Context: an optimization exercise on an open-source flow, tuned for small area. The choices shown serve that exercise and are no tape-out recipe. At most, simulation tests tie the RTL to the original design; equivalence was not proved. For run 1, only the layout was checked, not whether the RTL still works. Power figures rest on the tool's default switching activity, not on a simulated workload.

## flow/design.v (module list and top-level ports; edited modules follow where they fit)
// module fir_lowpass: 2004 lines
// module fir_fa: 4 lines
// module fir_inv: 3 lines
// module fir_ha: 4 lines
module fir_lowpass #(
    parameter DATA_WIDTH = 16
) (
    input signed [DATA_WIDTH-1:0] i2s_data_in,
    output reg signed [(DATA_WIDTH+16)-1:0] i2s_data_out,
    input clk,
    input resetn
);
  // ...
==> flow/run.sh <==
#!/bin/bash
# synth_recipe.tcl (not shown) runs the flow's synth.tcl, then flattens the netlist and writes it again
# the make line also repeats each setting of config.mk as NAME=value (left out here)
make -C /OpenROAD-flow-scripts/flow DESIGN_CONFIG=/design/flow/config.mk WORK_HOME=/design/flow/orfs CLKGATE_MAP_FILE= SYNTH_SCRIPT=/design/flow/synth_recipe.tcl finish
==> flow/config.mk <==
export PLATFORM = sky130hd
export DESIGN_NAME = fir_lowpass
export DESIGN_NICKNAME = fir_lowpass
export VERILOG_FILES = /design/flow/design.v
export SDC_FILE = /design/flow/constraint.sdc
export NUM_CORES = 4
export LEC_CHECK = 0
export CAP_MARGIN = 20
export CORE_MARGIN = 2
export CORE_UTILIZATION = 60
export GPL_TIMING_DRIVEN = 0
export PLACE_DENSITY = 0.7
export SLEW_MARGIN = 20
export SYNTH_HIERARCHICAL = 1
export SYNTH_MINIMUM_KEEP_SIZE = 0
==> flow/constraint.sdc <==
create_clock -name core_clock -period 8.0 [get_ports {clk}]
set_input_delay 1.6000 -clock core_clock [delete_from_list [all_inputs] [get_ports {clk}]]
set_output_delay 1.6000 -clock core_clock [all_outputs]
set_load 0.01 [all_outputs]
==> flow_summary.yaml, run 1 <==
route:
  vias: 14400
  via_per_inst: 5.63
  first_pass_iters: 6
layout:
  seq_cells: 334
  n_antenna_cell: 1
  final_cell_mix: "fa_1, dfxtp_1, inv_1"
  largest-register: "i2s_data_out"
  multi_input_area_share: 0.649
  largest_cell_class: "multi-input gates"
  layout_commonest_cell: "fa_1"
  signal_buffers: 92
grt:
  grtUsageTotal: 0.317
  antenna_found_initial: 0
  met1_usage: 0.418
floorplanning:
  core_region_area_um2: 43200
  taps: 585
placed_design:
  dp.cells: 2478
  place_area_um2: 27500
  hpwl_um: 55800
critical_path:
  slowest_delay_ps: 930
  start_kind: "flip-flop"
  cp_slowest_cell: "fa_1"
  crit_arrival_ps: 8290
sta:
  fmax_mhz: 127
  worst-slew-pin-transition_ps: 1030
  whs_ps: 364
flow_run:
  drv_cap: 0
logic_synthesis:
  synth.distinct_cells: 60
  synth_mux_area_frac: 0.00114
  yosys.area_share.simple: 0.0568
  synth_adder_area_share: 0.628
outcome:
  outcome: "finished clean"
clock_network:
  clockBufferDepth: 3
  cts_buffers: 39
  cts_tree: "built"
  cts-resized-gates: 4
power_and_ir_drop:
  largestPowerGroup: "combinational cells"
  design_power_total_w: 0.0108
  combinationalPower_w: 0.00695
  irDropWorstVdd_mv: 0.561
  p_comb_frac: 0.640
==> inputs of run 2 (changes only) <==
--- a/flow/design.v
+++ b/flow/design.v
@@ -1898,57 +1898,50 @@
   fir_fa us1827 (1'b1, s1793, c1792, s1827, c1828);
   wire s1829, c1830;
   fir_fa us1829 (1'b1, q30_0, c1794, s1829, c1830);
   wire s1831, c1832;
   fir_fa us1831 (1'b1, 1'b1, c1830, s1831, c1832);
   wire [31:0] fa_a = {s1831, c1828, s1827, s1791, s1787, s1825, n1774, n1763, s1823, s1821, n1721, s1819, n1683, n1662, s1817, s1815, s1813, c1810, s1809, n1522, n1498, c1806, s1805, s1437, s1420, s1803, s1393, s1801, s1799, s1365, s1797, s1795};
   wire [31:0] fa_b = {1'b0, s1829, 1'b0, 1'b1, c1826, 1'b0, n1775, c1824, 1'b0, 1'b0, c1820, 1'b0, 1'b0, c1818, 1'b0, 1'b0, 1'b0, s1811, 1'b0, 1'b1, c1808, s1807, 1'b0, 1'b0, c1804, 1'b0, c1802, 1'b0, 1'b0, c1798, 1'b0, 1'b0};
   wire [31:0] acc = fa_a + fa_b;
-  wire rstb;
-  fir_inv u_rstb (resetn, rstb);
-  always @(posedge clk) begin
-    if (rstb) begin
-      r0 <= 16'h0000;
-      r2 <= 16'h0000;
-      r4 <= 16'h0000;
-      r6 <= 16'h0000;
-      r8 <= 16'h0000;
-      r10 <= 16'h0000;
-      r12 <= 16'h0000;
-      r14 <= 16'h0000;
-    end else begin
-      r0 <= i2s_data_in;
-      r2 <= ~r1;
-      r4 <= ~r3;
-      r6 <= ~r5;
-      r8 <= ~r7;
-      r10 <= ~r9;
-      r12 <= ~r11;
-      r14 <= ~r13;
-    end
-  end
   always @(posedge clk) begin
     if (!resetn) begin
+      r0 <= 16'h0000;
       r1 <= 16'hffff;
+      r2 <= 16'h0000;
       r3 <= 16'hffff;
+      r4 <= 16'h0000;
       r5 <= 16'hffff;
+      r6 <= 16'h0000;
       r7 <= 16'hffff;
+      r8 <= 16'h0000;
       r9 <= 16'hffff;
+      r10 <= 16'h0000;
       r11 <= 16'hffff;
+      r12 <= 16'h0000;
       r13 <= 16'hffff;
+      r14 <= 16'h0000;
       r15 <= 16'hffff;
     end else begin
+      r0 <= i2s_data_in;
       r1 <= ~r0;
+      r2 <= ~r1;
       r3 <= ~r2;
+      r4 <= ~r3;
       r5 <= ~r4;
+      r6 <= ~r5;
       r7 <= ~r6;
+      r8 <= ~r7;
       r9 <= ~r8;
+      r10 <= ~r9;
       r11 <= ~r10;
+      r12 <= ~r11;
       r13 <= ~r12;
+      r14 <= ~r13;
       r15 <= ~r14;
     end
   end
   always @(posedge clk) begin
     rst_d <= resetn;
       q0_0 <= s166;
       q1_0 <= s233;
       q2_0 <= s239;
@@ -2001,15 +1994,12 @@
     else
       i2s_data_out <= acc;
   end
 endmodule
 module fir_fa (input a, input b, input c, output s, output co);
   assign s = a ^ b ^ c;
   assign co = (a & b) | (c & (a ^ b));
 endmodule
-module fir_inv (input a, output y);
-  assign y = ~a;
-endmodule
 module fir_ha (input a, input b, output s, output co);
   assign s = a ^ b;
   assign co = a & b;
 endmodule
==> flow/config.mk (replaced) <==
export PLATFORM = sky130hd
export DESIGN_NAME = fir_lowpass
export DESIGN_NICKNAME = fir_lowpass
export VERILOG_FILES = /design/flow/design.v
export SDC_FILE = /design/flow/constraint.sdc
export NUM_CORES = 4
export LEC_CHECK = 0
export CAP_MARGIN = 20
export CORE_MARGIN = 2
export CORE_UTILIZATION = 40
export SLEW_MARGIN = 20
export SYNTH_HIERARCHICAL = 1
export SYNTH_MINIMUM_KEEP_SIZE = 0
==> run 2 against run 1 <==
Still clean. Flip-flop and latch count unchanged. Die area up 50%. Synthesized cell count about the same. Global-route usage down 11 points. Core utilization down 22 points. Register-to-register slack better by 110 ps. Sequential share of layout area down 0.76 points. Largest power group unchanged.
==> flow_summary.yaml, run 2 <==
layout:
  largest_reg_flops: 32
  n_fill_cell: 5879
  nNetsFinal: 2831
  area_delta_synth_final_pct: 13.1
  final_cells: 2871
  final_util: 0.456
  final_layout_size_suffix_gt1_frac: 0.0772
  stdcell_area_um2: 30000
  largest-register: "i2s_data_out"
  final_cell_mix: "fa_1, dfxtp_1, inv_1"
  register_area_um2: 6690
  layout_commonest_cell: "fa_1"
  n_antenna_cell: 0
  multi_input_area_um2: 19100
route:
  wl_per_cell_um: 22.8
  first_pass_iters: 4
  via_per_inst: 4.87
  drc: 0
  ant_nets: 0
  drt_first_iter_violations: 923
  routed_wl_um: 65400
  vias: 14000
logic_synthesis:
  synth-edff-count: 0
  synth_common_cells: "fa_1, dfxtp_1, inv_1"
  yosysTopAreaCellShare: 0.608
  synth_most_common_cell: "fa_1"
  yosysSeqAreaShare: 0.252
  syn_area_per_cell_um2: 14.5
  syn_area_um2: 26500
  synth-seq-cells: 334
  synth-main-ff-cell: "dfxtp_1"
  synth.largest_area_cell: "fa_1"
  ys_top_cells_by_area: "fa_1, dfxtp_1, nor2b_1"
  synth_cells: 1825
  async_reset_ff_frac: 0
  synth-warning-count: 7
  synth.distinct_cells: 60
power_and_ir_drop:
  p_per_area_nw_per_um2: 359
  irDropWorstVdd_mv: 0.411
  leakagePower_nw: 11.1
worst_hold_path:
  hold_path.class: "reg -> reg"
placed_design:
  hpwl_um: 58000
  gp_congestion: 0.959
  port_buffers: 49
  place_area_um2: 28600
  dp.cells: 2803
critical_path:
  crit_arrival_ps: 8180
  worst_setup_path_end_kind: "flip-flop"
  crit_required_ps: 8440
  worstPathMaxFanout: 3
  start_kind: "flip-flop"
  critPathKind: "reg -> reg"
sta:
  fmax_mhz: 129
  setup-violations-final: 0
  slew_viol_final: 0
  tns_ps: 0
  worst-slew-pin-transition_ps: 963
  slew_headroom: 0.341
  skew_ps: 21.8
  hold_viol: 0
  rsz0062_at_grt: "false"
  min_period_ps: 7750
  post-route-period-util: 0.969
clock_network:
  cts-resized-gates: 0
  cts_sinks: 334
  post_cts_buffers: 0
  cts_root_buf: "clkbuf_16"
  cts_buffers: 39
  clockBufferDepth: 3
  htreeDepth: 2
  clk_latency_ps: 560
  clkTransAtPathRegs_ps: 60
  cts_hold_buf: 0
  cts_tree: "built"
floorplanning:
  rows: 94
  pin_count: 50
  die_w_um: 261
  fp.dieArea_um2: 68400
  start_util: 0.403
  core_region_area_um2: 65700
  die_h_um: 261
flow_run:
  drv_cap: 0
grt:
  grt_max_degree: 149
  grtUsageTotal: 0.204
  grt_pass1_vias: 16400
  grt_pass1_wl_um: 101000
  antenna_found_initial: 0
  grt_overflow: 0
outcome:
  outcome: "finished clean"
## run 2: changes by cell type in the layout (fill, tap and decap cells not counted), sizes merged
cell	previous run	this run
and2	2	18
buf	11	85
bufinv	5	6
clkbuf	84	53
clkdlybuf4s18	1	0
clkdlybuf4s50	49	48
clkinv	6	3
clkinvlp	3	2
diode	1	0
dlygate4sd1	1	0
nor2	133	21
nor2b	18	114
## run 2: worst max-delay path, stage by stage, from the launching register on
cell and delay, ps:
dfxtp_1 320, ha_1 210, fa_1 380, fa_1 400, fa_1 430, fa_1 420
fa_1 400, fa_1 420, fa_1 700, fa_1 490, fa_1 510, fa_1 440
fa_1 490, inv_1 50, fa_1 370, fa_1 380, fa_1 390, fa_1 390
fa_1 430
## run 2: through the flow
step	setup slack (ps)	total power, W	hold WS, ps
2_1_floorplan	564	0.00720	343
3_3_place_gp	288	0.00876	346
3_5_place_dp	234	0.00888	349
4_1_cts	237	0.0109	361
5_1_grt	10.6	0.0118	373
6_report	251	0.0108	360
## run 2: layout make-up
type / count / area share
Tap cell: 864 / 0.0360
Clock inverter: 15 / 0.00855
Multi-Input combinational cell: 1297 / 0.636
Clock buffer: 53 / 0.0366
Inverter: 175 / 0.0219
Timing Repair Buffer: 133 / 0.0378
Sequential cell: 334 / 0.223
## run 2: per-module statistics from Yosys, one instance, submodules excluded
module,times used,flip-flops and latches,cells
fir_ha,14,0,1
fir_lowpass,1,334,1005
fir_fa,806,0,1
## run 2: cell families (layout without fill, tap and decap cells)
| family | count (synthesis) | count (layout) | share of synthesized area |
|---|---|---|---|
| xor+xnor | 29 | 29 | 0.00958 |
| buf+inv | 212 | 376 | 0.0309 |
| flops | 334 | 334 | 0.252 |
| other cells | 1 | 19 | 0.000141 |
| compound gates | 67 | 67 | 0.0182 |
| mux | 3 | 3 | 0.00113 |
| simple gates | 346 | 346 | 0.0668 |
| fa+ha+maj | 833 | 833 | 0.621 |
## run 2: report_power, final
group,internal (W),switching (W),total (W)
Combinational,0.00296,0.00394,0.00690
Sequential,0.00190,0.0000732,0.00197
Clock,0.00116,0.000729,0.00189
## run 2: path summary, 6_finish.rpt
| kind | start | end | slack [ps] | cells after the start |
|---|---|---|---|---|
| worst max-delay path | r3[0]$_SDFF_PN1_ | q15_0$_DFF_P_ | 250 | 18 |
| worst min register to register | r8[6]$_SDFF_PN0_ | r9[6]$_SDFF_PN1_ | 360 | 1 |
| worst min-delay path | r8[6]$_SDFF_PN0_ | r9[6]$_SDFF_PN1_ | 360 | 1 |
| worst max register to register | r3[0]$_SDFF_PN1_ | q15_0$_DFF_P_ | 250 | 18 |
## run 2: layer usage
| metal | routed length (um) | up-vias | global-route usage |
|---|---|---|---|
| met5 | 0 | - | 0 |
| met1 | 27700 | 7747 | 0.281 |
| met4 | 1570 | 0 | 0.0521 |
| met2 | 32800 | 337 | 0.340 |
| met3 | 3310 | 67 | 0.0337 |
| li1 | - | 5819 | - |

[static timing again, ports no longer ideal]
How much do the figures lean on ideal ports? The routed layouts below were timed once more, with nothing changed but the port constraints.
Step 1 sets driving cells, clkbuf_16 on the clock port and buf_2 on the other inputs (assumed; they add their load-dependent delay and slew).
Step 2 times the ports against the registers' clock, not the clock port: input delays grow and output delays shrink by t, the midpoint of the rising clock arrivals with the driver on.
a / b / c = no drivers / after step 1 / after step 2; a / b = the first two.
| run | t, ns | setup slack, ns | worst slew at a driven data input, ns |
|---|---|---|---|
| run 1 | 0.611 | 0.142 / 0.142 / 0.142 | 0.04 |
| run 2 | 0.612 | 0.251 / 0.251 / 0.251 | 0.05 |
After both steps setup and hold are still met in every run listed.
